Context: an optimization exercise on an open-source flow, tuned for small area and a short achievable clock period. The choices shown serve that exercise and are no tape-out recipe.
RTL that was checked went through simulation tests only; none was proved equivalent to the original.
Power is estimated from default activity; no workload was simulated.

Setup of old:
==> module Microprocessor, before the edit <==
module Microprocessor(
    input        clk_in,
    input        clr,
    input  [7:0] instruction,
    output [7:0] counter2,
    output [6:0] seg1,
    output [6:0] seg2,
    output [6:0] seg3,
    output [6:0] seg4,
    output [6:0] seg5,
    output [6:0] seg6
    );
  wire [1:0] op = instruction[7:6];
  wire [1:0] rs = instruction[5:4];
  wire [1:0] rt = instruction[3:2];
  wire [1:0] fi = instruction[1:0];
  wire [7:0] imm = {{6{fi[1]}}, fi};
  wire op_add  = (op == 2'b00);
  wire op_load = (op == 2'b01);
  wire op_st   = (op == 2'b10);
  wire op_br   = (op == 2'b11);
  reg [7:0] pc;
  reg [7:0] r0, r1, r2, r3;
  reg [7:0] mem [0:31];
  reg [7:0] ra, rb;
  always @(*) begin
    case (rs)
      2'd0: ra = r0;
      2'd1: ra = r1;
      2'd2: ra = r2;
      default: ra = r3;
    endcase
    case (rt)
      2'd0: rb = r0;
      2'd1: rb = r1;
      2'd2: rb = r2;
      default: rb = r3;
    endcase
  end
  wire [7:0] la  = ra + imm;
  wire [7:0] sum = ra + rb;
  wire [7:0] alu = op[0] ^ op[1] ? la : sum;
  wire [2:0] lo  = {1'b0, ra[1:0]} + {1'b0, fi};
  wire       c0  = lo[2];
  wire       cp1 = c0 & ~fi[1];
  wire       cz  = ~(c0 ^ fi[1]);
  wire       cm1 = ~c0 & fi[1];
  function [9:0] qdec(input [7:0] r);
    integer j;
    begin
      qdec[0] = (r[7:2] == 6'h3f);
      for (j = 0; j <= 8; j = j + 1)
        qdec[j+1] = (r[7:2] == j);
    end
  endfunction
  wire [9:0] q0 = qdec(r0);
  wire [9:0] q1 = qdec(r1);
  wire [9:0] q2 = qdec(r2);
  wire [9:0] q3 = qdec(r3);
  reg  [9:0] q;
  always @(*) begin
    case (rs)
      2'd0: q = q0;
      2'd1: q = q1;
      2'd2: q = q2;
      default: q = q3;
    endcase
  end
  genvar gi;
  wire [7:0] p2;    
  generate
    for (gi = 0; gi < 8; gi = gi + 1) begin : g_p2
      assign p2[gi] = (cz & q[gi+1]) | (cp1 & q[gi]) | (cm1 & q[gi+2]);
    end
  endgenerate
  wire [3:0] p1;    
  generate
    for (gi = 0; gi < 4; gi = gi + 1) begin : g_p1
      assign p1[gi] = (lo[1:0] == gi);
    end
  endgenerate
  reg [7:0] grp [0:7];
  reg [7:0] ld;
  integer g, j;
  always @(*) begin
    for (g = 0; g < 8; g = g + 1) begin
      grp[g] = 8'd0;
      for (j = 0; j < 4; j = j + 1)
        grp[g] = grp[g] | ({8{p1[j]}} & mem[4*g+j]);
    end
    ld = 8'd0;
    for (g = 0; g < 8; g = g + 1)
      ld = ld | ({8{p2[g]}} & grp[g]);
  end
  wire st_ok = op_st & (la[7:5] == 3'b000);
  reg [7:0] disp;
  always @(*) begin
    case (op)
      2'b00: disp = sum;
      2'b01: disp = ld;
      2'b10: disp = rb;
      default: disp = 8'd0;
    endcase
  end
  wire [7:0] value = op[0] ? ld : sum;
  wire [1:0] wreg = op[0] ? rt : fi;
  always @(posedge clk_in or posedge clr) begin
    if (clr) begin
      pc <= 8'd0;
      r0 <= 8'd0;
      r1 <= 8'd0;
      r2 <= 8'd0;
      r3 <= 8'd0;
    end else begin
      pc <= pc + (op_br ? imm : 8'd0) + 8'd1;
      if (~op[1] && wreg == 2'd0) r0 <= value;
      if (~op[1] && wreg == 2'd1) r1 <= value;
      if (~op[1] && wreg == 2'd2) r2 <= value;
      if (~op[1] && wreg == 2'd3) r3 <= value;
    end
  end
  generate
    for (gi = 0; gi < 32; gi = gi + 1) begin : g_mem
      localparam [7:0] RV = (gi < 16) ? gi : (8'd0 - (gi - 16));
      always @(posedge clk_in or posedge clr) begin
        if (clr)
          mem[gi] <= RV;
        else if (st_ok && la[4:0] == gi)
          mem[gi] <= rb;
      end
    end
  endgenerate
  assign counter2 = pc - 8'd1;
  bcd_to_7 u_seg1(.bcd(disp[7:4]), .seg(seg1));
  bcd_to_7 u_seg2(.bcd(disp[3:0]), .seg(seg2));
  bcd_to_7 u_seg3(.bcd(pc[7:4]),   .seg(seg3));
  bcd_to_7 u_seg4(.bcd(pc[3:0]),   .seg(seg4));
  bcd_to_7 u_seg5(.bcd(alu[7:4]),  .seg(seg5));
  bcd_to_7 u_seg6(.bcd(alu[3:0]),  .seg(seg6));
endmodule
export LEC_CHECK = 0
export CAP_MARGIN = 0
export CORE_MARGIN = 2
export CORE_UTILIZATION = 60
export SETUP_SLACK_MARGIN = 3.5
export SLEW_MARGIN = 0
export TNS_END_PERCENT = 10
create_clock -name core_clock -period 9.0 [get_ports {clk_in}]
standard.sh (not shown) runs the stock make flow with config.mk's settings and CLKGATE_MAP_FILE= SYNTH_SCRIPT=/design/flow/synth_recipe.tcl, a recipe that flattens the netlist after the stock synthesis.
==> flow/flow/run.sh <==
#!/bin/bash
# Layout flow: the standard synthesis, then the combinational logic is
# re-mapped by ABC (flip-flops untouched: same instances, names and cells),
# then the standard layout from floorplan to finish.
set -euo pipefail
W=$(pwd)
R=$W/orfs/results/sky130hd/Microprocessor/base
LIB=$FLOW_HOME/platforms/sky130hd/lib/sky130_fd_sc_hd__tt_025C_1v80.lib
EXTRA=()
[[ -f flow/make_args.txt ]] && mapfile -t EXTRA < flow/make_args.txt

bash standard.sh "${EXTRA[@]}" synth > synth_std.log 2>&1

# combinational cell models from the liberty file
python3 flow/gen_cells.py $LIB > comb_cells.v

DU=""
for c in $(sed -n '/DONT_USE_CELLS += /,/^#/p' $FLOW_HOME/platforms/sky130hd/config.mk | grep -o 'sky130_fd_sc_hd__[a-z0-9_]*'); do
  DU="$DU -dont_use $c"
done

cp $R/1_2_yosys.v $R/1_2_yosys_std.v
cat > resynth.ys <<EOY
read_verilog comb_cells.v
read_liberty -lib -ignore_redef $LIB
read_verilog $R/1_2_yosys_std.v
hierarchy -top $FLOW_TOP
flatten
hierarchy -top $FLOW_TOP
read_liberty -lib -ignore_redef $LIB
opt -purge
techmap
opt -fast
abc -script $W/flow/resyn.abc $(cat flow/abc_args.txt 2>/dev/null || true) -liberty $LIB $DU
opt_clean -purge
hilomap -singleton -hicell sky130_fd_sc_hd__conb_1 HI -locell sky130_fd_sc_hd__conb_1 LO
splitnets
opt_clean -purge
insbuf -buf sky130_fd_sc_hd__buf_4 A X
check -assert -mapped
tee -o resynth_stat.txt stat -liberty $LIB
write_verilog -noattr -noexpr -nohex -nodec $W/resynth_out.v
EOY
yosys -s resynth.ys > resynth.log 2>&1
cp $W/resynth_out.v $R/1_2_yosys.v
rm -f $R/1_synth.odb $R/1_synth.sdc

bash standard.sh "${EXTRA[@]}" finish > layout.log 2>&1
Other scripts of this flow, unchanged in this note and not shown: flow/flow/abc_args.txt, flow/flow/gen_cells.py, flow/flow/make_args.txt, flow/flow/resyn.abc
What new does differently from old at the input level:
==> flow/design.v, changed modules only <==
module Microprocessor(
    input        clk_in,
    input        clr,
    input  [7:0] instruction,
    output [7:0] counter2,
    output [6:0] seg1,
    output [6:0] seg2,
    output [6:0] seg3,
    output [6:0] seg4,
    output [6:0] seg5,
    output [6:0] seg6
    );
  wire [1:0] op = instruction[7:6];
  wire [1:0] rs = instruction[5:4];
  wire [1:0] rt = instruction[3:2];
  wire [1:0] fi = instruction[1:0];
  wire [7:0] imm = {{6{fi[1]}}, fi};
  wire op_add  = (op == 2'b00);
  wire op_load = (op == 2'b01);
  wire op_st   = (op == 2'b10);
  wire op_br   = (op == 2'b11);
  reg [7:0] pc;
  reg [7:0] r0, r1, r2, r3;
  reg [7:0] mem [0:31];
  reg [7:0] ra, rb;
  always @(*) begin
    case (rs)
      2'd0: ra = r0;
      2'd1: ra = r1;
      2'd2: ra = r2;
      default: ra = r3;
    endcase
    case (rt)
      2'd0: rb = r0;
      2'd1: rb = r1;
      2'd2: rb = r2;
      default: rb = r3;
    endcase
  end
  wire [7:0] la  = ra + imm;
  wire [7:0] sum = ra + rb;
  wire [7:0] alu = op[0] ^ op[1] ? la : sum;
  wire [2:0] lo  = {1'b0, ra[1:0]} + {1'b0, fi};
  wire       c0  = lo[2];
  wire       cp1 = c0 & ~fi[1];
  wire       cz  = ~(c0 ^ fi[1]);
  wire       cm1 = ~c0 & fi[1];
  wire [9:0] q;
  assign q[0] = (ra[7:2] == 6'h3f);
  genvar gi;
  generate
    for (gi = 0; gi <= 8; gi = gi + 1) begin : g_q
      assign q[gi+1] = (ra[7:2] == gi);
    end
  endgenerate
  wire [7:0] p2;    
  generate
    for (gi = 0; gi < 8; gi = gi + 1) begin : g_p2
      assign p2[gi] = (cz & q[gi+1]) | (cp1 & q[gi]) | (cm1 & q[gi+2]);
    end
  endgenerate
  wire [3:0] p1;    
  generate
    for (gi = 0; gi < 4; gi = gi + 1) begin : g_p1
      assign p1[gi] = (lo[1:0] == gi);
    end
  endgenerate
  wire [31:0] sel;
  generate
    for (gi = 0; gi < 32; gi = gi + 1) begin : g_sel
      assign sel[gi] = p1[gi % 4] & p2[gi / 4];
    end
  endgenerate
  reg [7:0] ld;
  integer k;
  always @(*) begin
    ld = 8'd0;
    for (k = 0; k < 32; k = k + 1)
      ld = ld | ({8{sel[k]}} & mem[k]);
  end
  reg [7:0] disp;
  always @(*) begin
    case (op)
      2'b00: disp = sum;
      2'b01: disp = ld;
      2'b10: disp = rb;
      default: disp = 8'd0;
    endcase
  end
  wire [7:0] value = op[0] ? ld : sum;
  wire [1:0] wreg = op[0] ? rt : fi;
  always @(posedge clk_in or posedge clr) begin
    if (clr) begin
      pc <= 8'd0;
      r0 <= 8'd0;
      r1 <= 8'd0;
      r2 <= 8'd0;
      r3 <= 8'd0;
    end else begin
      pc <= pc + (op_br ? imm : 8'd0) + 8'd1;
      if (~op[1] && wreg == 2'd0) r0 <= value;
      if (~op[1] && wreg == 2'd1) r1 <= value;
      if (~op[1] && wreg == 2'd2) r2 <= value;
      if (~op[1] && wreg == 2'd3) r3 <= value;
    end
  end
  generate
    for (gi = 0; gi < 32; gi = gi + 1) begin : g_mem
      localparam [7:0] RV = (gi < 16) ? gi : (8'd0 - (gi - 16));
      always @(posedge clk_in or posedge clr) begin
        if (clr)
          mem[gi] <= RV;
        else if (op_st && sel[gi])
          mem[gi] <= rb;
      end
    end
  endgenerate
  assign counter2 = pc - 8'd1;
  bcd_to_7 u_seg1(.bcd(disp[7:4]), .seg(seg1));
  bcd_to_7 u_seg2(.bcd(disp[3:0]), .seg(seg2));
  bcd_to_7 u_seg3(.bcd(pc[7:4]),   .seg(seg3));
  bcd_to_7 u_seg4(.bcd(pc[3:0]),   .seg(seg4));
  bcd_to_7 u_seg5(.bcd(alu[7:4]),  .seg(seg5));
  bcd_to_7 u_seg6(.bcd(alu[3:0]),  .seg(seg6));
endmodule
## What came out
- new | status: complete | timing, DRC, antenna: pass
- On combinational group share of total power, old and new are basically level.
- Area after synthesis in new is about 1.1% lower than in old
- As far as total of max-cap violations is concerned, old and new perform about the same.
- Compared with old, in new biggest cell delay along the critical path down 0.02 ns; number of cells on the worst reg-to-reg path higher; smallest setup slack after layout fell by 0.085 ns.

* * *

rev 12:
Another version of the RTL of Microprocessor (not shown whole).
Size in the first run: ~1700 cells after synthesis, about 15000 um2 of cells after synthesis.
==> module Microprocessor, before the edit <==
module Microprocessor(
    input        clk_in,
    input        clr,
    input  [7:0] instruction,
    output [7:0] counter2,
    output [6:0] seg1,
    output [6:0] seg2,
    output [6:0] seg3,
    output [6:0] seg4,
    output [6:0] seg5,
    output [6:0] seg6
    );
  wire [1:0] op = instruction[7:6];
  wire [1:0] rs = instruction[5:4];
  wire [1:0] rt = instruction[3:2];
  wire [1:0] fi = instruction[1:0];
  wire [7:0] imm = {{6{fi[1]}}, fi};
  wire op_add  = (op == 2'b00);
  wire op_load = (op == 2'b01);
  wire op_st   = (op == 2'b10);
  wire op_br   = (op == 2'b11);
  reg [7:0] pc;
  reg [7:0] r0, r1, r2, r3;
  reg [7:0] mem [0:31];
  reg [7:0] ra, rb;
  always @(*) begin
    case (rs)
      2'd0: ra = r0;
      2'd1: ra = r1;
      2'd2: ra = r2;
      default: ra = r3;
    endcase
    case (rt)
      2'd0: rb = r0;
      2'd1: rb = r1;
      2'd2: rb = r2;
      default: rb = r3;
    endcase
  end
  wire [7:0] la  = ra + imm;
  wire [7:0] sum = ra + rb;
  wire [7:0] alu = op[0] ^ op[1] ? la : sum;
  wire [2:0] lo  = {1'b0, ra[1:0]} + {1'b0, fi};
  wire       c0  = lo[2];
  wire       cp1 = c0 & ~fi[1];
  wire       cz  = ~(c0 ^ fi[1]);
  wire       cm1 = ~c0 & fi[1];
  function [9:0] qdec(input [7:0] r);
    integer j;
    begin
      qdec[0] = (r[7:2] == 6'h3f);
      for (j = 0; j <= 8; j = j + 1)
        qdec[j+1] = (r[7:2] == j);
    end
  endfunction
  wire [9:0] q0 = qdec(r0);
  wire [9:0] q1 = qdec(r1);
  wire [9:0] q2 = qdec(r2);
  wire [9:0] q3 = qdec(r3);
  reg  [9:0] q;
  always @(*) begin
    case (rs)
      2'd0: q = q0;
      2'd1: q = q1;
      2'd2: q = q2;
      default: q = q3;
    endcase
  end
  genvar gi;
  wire [7:0] p2;    
  generate
    for (gi = 0; gi < 8; gi = gi + 1) begin : g_p2
      assign p2[gi] = (cz & q[gi+1]) | (cp1 & q[gi]) | (cm1 & q[gi+2]);
    end
  endgenerate
  wire [3:0] p1;    
  generate
    for (gi = 0; gi < 4; gi = gi + 1) begin : g_p1
      assign p1[gi] = (lo[1:0] == gi);
    end
  endgenerate
  wire [31:0] sel;
  generate
    for (gi = 0; gi < 32; gi = gi + 1) begin : g_sel
      assign sel[gi] = p1[gi % 4] & p2[gi / 4];
    end
  endgenerate
  reg [7:0] ld;
  integer k;
  always @(*) begin
    ld = 8'd0;
    for (k = 0; k < 32; k = k + 1)
      ld = ld | ({8{sel[k]}} & mem[k]);
  end
  reg [7:0] disp;
  always @(*) begin
    case (op)
      2'b00: disp = sum;
      2'b01: disp = ld;
      2'b10: disp = rb;
      default: disp = 8'd0;
    endcase
  end
  wire [7:0] value = op[0] ? ld : sum;
  wire [1:0] wreg = op[0] ? rt : fi;
  always @(posedge clk_in or posedge clr) begin
    if (clr) begin
      pc <= 8'd0;
      r0 <= 8'd0;
      r1 <= 8'd0;
      r2 <= 8'd0;
      r3 <= 8'd0;
    end else begin
      pc <= pc + (op_br ? imm : 8'd0) + 8'd1;
      if (~op[1] && wreg == 2'd0) r0 <= value;
      if (~op[1] && wreg == 2'd1) r1 <= value;
      if (~op[1] && wreg == 2'd2) r2 <= value;
      if (~op[1] && wreg == 2'd3) r3 <= value;
    end
  end
  generate
    for (gi = 0; gi < 32; gi = gi + 1) begin : g_mem
      localparam [7:0] RV = (gi < 16) ? gi : (8'd0 - (gi - 16));
      always @(posedge clk_in or posedge clr) begin
        if (clr)
          mem[gi] <= RV;
        else if (op_st && sel[gi])
          mem[gi] <= rb;
      end
    end
  endgenerate
  assign counter2 = pc - 8'd1;
  bcd_to_7 u_seg1(.bcd(disp[7:4]), .seg(seg1));
  bcd_to_7 u_seg2(.bcd(disp[3:0]), .seg(seg2));
  bcd_to_7 u_seg3(.bcd(pc[7:4]),   .seg(seg3));
  bcd_to_7 u_seg4(.bcd(pc[3:0]),   .seg(seg4));
  bcd_to_7 u_seg5(.bcd(alu[7:4]),  .seg(seg5));
  bcd_to_7 u_seg6(.bcd(alu[3:0]),  .seg(seg6));
endmodule
export LEC_CHECK = 0
export CAP_MARGIN = 0
export CORE_MARGIN = 2
export CORE_UTILIZATION = 60
export SETUP_SLACK_MARGIN = 2.5
export SLEW_MARGIN = 0
create_clock -name core_clock -period 9.0 [get_ports {clk_in}]
==> flow/flow/abc_args.txt <==
==> flow/flow/gen_cells.py <==
# Writes a Verilog model of every combinational cell of a liberty file (its
# output functions as assigns), so yosys can re-map the combinational logic.
import re, sys
t = open(sys.argv[1]).read()
def block(s, start):
    d = 1; i = start
    while d:
        c = s[i]
        if c == '{': d += 1
        elif c == '}': d -= 1
        i += 1
    return s[start:i]
def conv(f):
    f = f.replace('!', '~')
    f = re.sub(r'(\w)\s+(?=[\w(~])', r'\1&', f)
    f = re.sub(r'\)\s+(?=[\w(~])', r')&', f)
    return f.replace('*', '&').replace('+', '|')
out = []
for m in re.finditer(r'\n\s*cell\s*\(\s*"?(\w+)"?\s*\)\s*\{', t):
    body = block(t, m.end())
    if re.search(r'\b(ff|latch|statetable)\s*\(', body):
        continue
    pins = []
    for pm in re.finditer(r'\n\s*pin\s*\(\s*"?(\w+)"?\s*\)\s*\{', body):
        pb = block(body, pm.end())
        dm = re.search(r'direction\s*:\s*"?(\w+)', pb)
        fm = re.search(r'\bfunction\s*:\s*"([^"]*)"', pb)
        pins.append((pm.group(1), dm.group(1) if dm else None, fm.group(1) if fm else None))
    outs = [p for p in pins if p[1] == 'output']
    ins = [p for p in pins if p[1] == 'input']
    if not outs or any(o[2] is None for o in outs):
        continue
    decl = ', '.join(['input ' + p[0] for p in ins] + ['output ' + p[0] for p in outs])
    s = 'module %s(%s);\n' % (m.group(1), decl)
    for o in outs:
        s += '  assign %s = %s;\n' % (o[0], conv(o[2]))
    out.append(s + 'endmodule\n')
sys.stdout.write(''.join(out))
==> flow/flow/make_args.txt <==
ADDER_MAP_FILE=
BUFFER_PORTS_ARGS=-buffer_cell sky130_fd_sc_hd__buf_1
CTS_ARGS=-sink_clustering_enable -repair_clock_nets -dont_use_dummy_load -buf_list sky130_fd_sc_hd__clkbuf_16 -sink_clustering_size 26 -sink_clustering_max_diameter 70
==> flow/flow/resyn.abc <==
strash
&get -n
&st
&syn2
&dch
&nf -R 1000
&put
Scripts as last shown in full above: flow/flow/run.sh
Rev 12 reached the final stage; the timing, design-rule and antenna checks on its layout passed.
Input changes introduced in rev 13 (baseline for comparison: rev 12):
--- a/flow/design.v
+++ b/flow/design.v
@@ -71,26 +71,12 @@
   wire       cz  = ~(c0 ^ fi[1]);
   wire       cm1 = ~c0 & fi[1];
-  function [9:0] qdec(input [7:0] r);
-    integer j;
-    begin
-      qdec[0] = (r[7:2] == 6'h3f);
-      for (j = 0; j <= 8; j = j + 1)
-        qdec[j+1] = (r[7:2] == j);
+  wire [9:0] q;
+  assign q[0] = (ra[7:2] == 6'h3f);
+  genvar gi;
+  generate
+    for (gi = 0; gi <= 8; gi = gi + 1) begin : g_q
+      assign q[gi+1] = (ra[7:2] == gi);
     end
-  endfunction
-  wire [9:0] q0 = qdec(r0);
-  wire [9:0] q1 = qdec(r1);
-  wire [9:0] q2 = qdec(r2);
-  wire [9:0] q3 = qdec(r3);
-  reg  [9:0] q;
-  always @(*) begin
-    case (rs)
-      2'd0: q = q0;
-      2'd1: q = q1;
-      2'd2: q = q2;
-      default: q = q3;
-    endcase
-  end
-  genvar gi;
+  endgenerate
   wire [7:0] p2;    
   generate
@@ -147,10 +133,12 @@
     for (gi = 0; gi < 32; gi = gi + 1) begin : g_mem
       localparam [7:0] RV = (gi < 16) ? gi : (8'd0 - (gi - 16));
+      reg [7:0] mx;
       always @(posedge clk_in or posedge clr) begin
         if (clr)
-          mem[gi] <= RV;
+          mx <= 8'd0;
         else if (op_st && sel[gi])
-          mem[gi] <= rb;
+          mx <= rb ^ RV;
       end
+      always @(*) mem[gi] = mx ^ RV;
     end
   endgenerate
The higher cell count of rev 12 and rev 13 is in rev 13. On rev 13: ratio of final minimum period to clock period is 0.19 points lower than what rev 12 gave. Diff rev 12 -> rev 13: sequential logic power dropped about 3%; fraction of standard cell area in multi-input logic climbed 1.1 points. Where overall power of the completed layout is concerned, rev 12 is better than rev 13. Power share of the sequential group: rev 13 vs rev 12 down 3.4 points. Rev 13 vs. rev 12: number of nets in the final layout went up 2.9%, sequential cell count held, multi-input combinational cell count went up 48, routed wire length went up 20%. The synthesized cell count of rev 13 is higher than that of rev 12. Diff rev 12 and rev 13: maximum fanout encountered on the critical timing path higher in rev 12. Between rev 12 and rev 13, sequential fraction of total cell area decreased.
No functional check of the RTL was part of any run of this note.

## static timing again, ports no longer ideal
How much do the figures lean on ideal ports? The routed layouts below were timed once more, with nothing changed but the port constraints.
Step 1 assumes that a clkbuf_16 drives the clock port and a buf_2 every other input.
Step 2 times the ports against the registers' clock, not the clock port: input delays grow and output delays shrink by t, the midpoint of the rising clock arrivals with the driver on.
Slacks: ideal ports / drivers / drivers and shift; pairs: ideal ports / drivers.
| run | t (ns) | setup WS [ns] | worst register clock-pin slew, ns | worst slew at a driven data input, ns |
|---|---|---|---|---|
| old | 0.564 | 1.441 / 1.363 / 1.363 | 0.10 / 0.10 | 0.07 |
| new | 0.561 | 1.356 / 1.286 / 1.286 | 0.10 / 0.10 | 0.07 |
| rev 12 | 0.549 | 1.250 / 1.198 / 1.198 | 0.10 / 0.10 | 0.05 |
| rev 13 | 0.555 | 1.266 / 1.216 / 1.216 | 0.10 / 0.10 | 0.05 |
After both steps setup and hold are still met in every run listed. The setup slack of old, which loses most, moves by -0.078 ns with the drivers and by -0.078 ns with both steps.
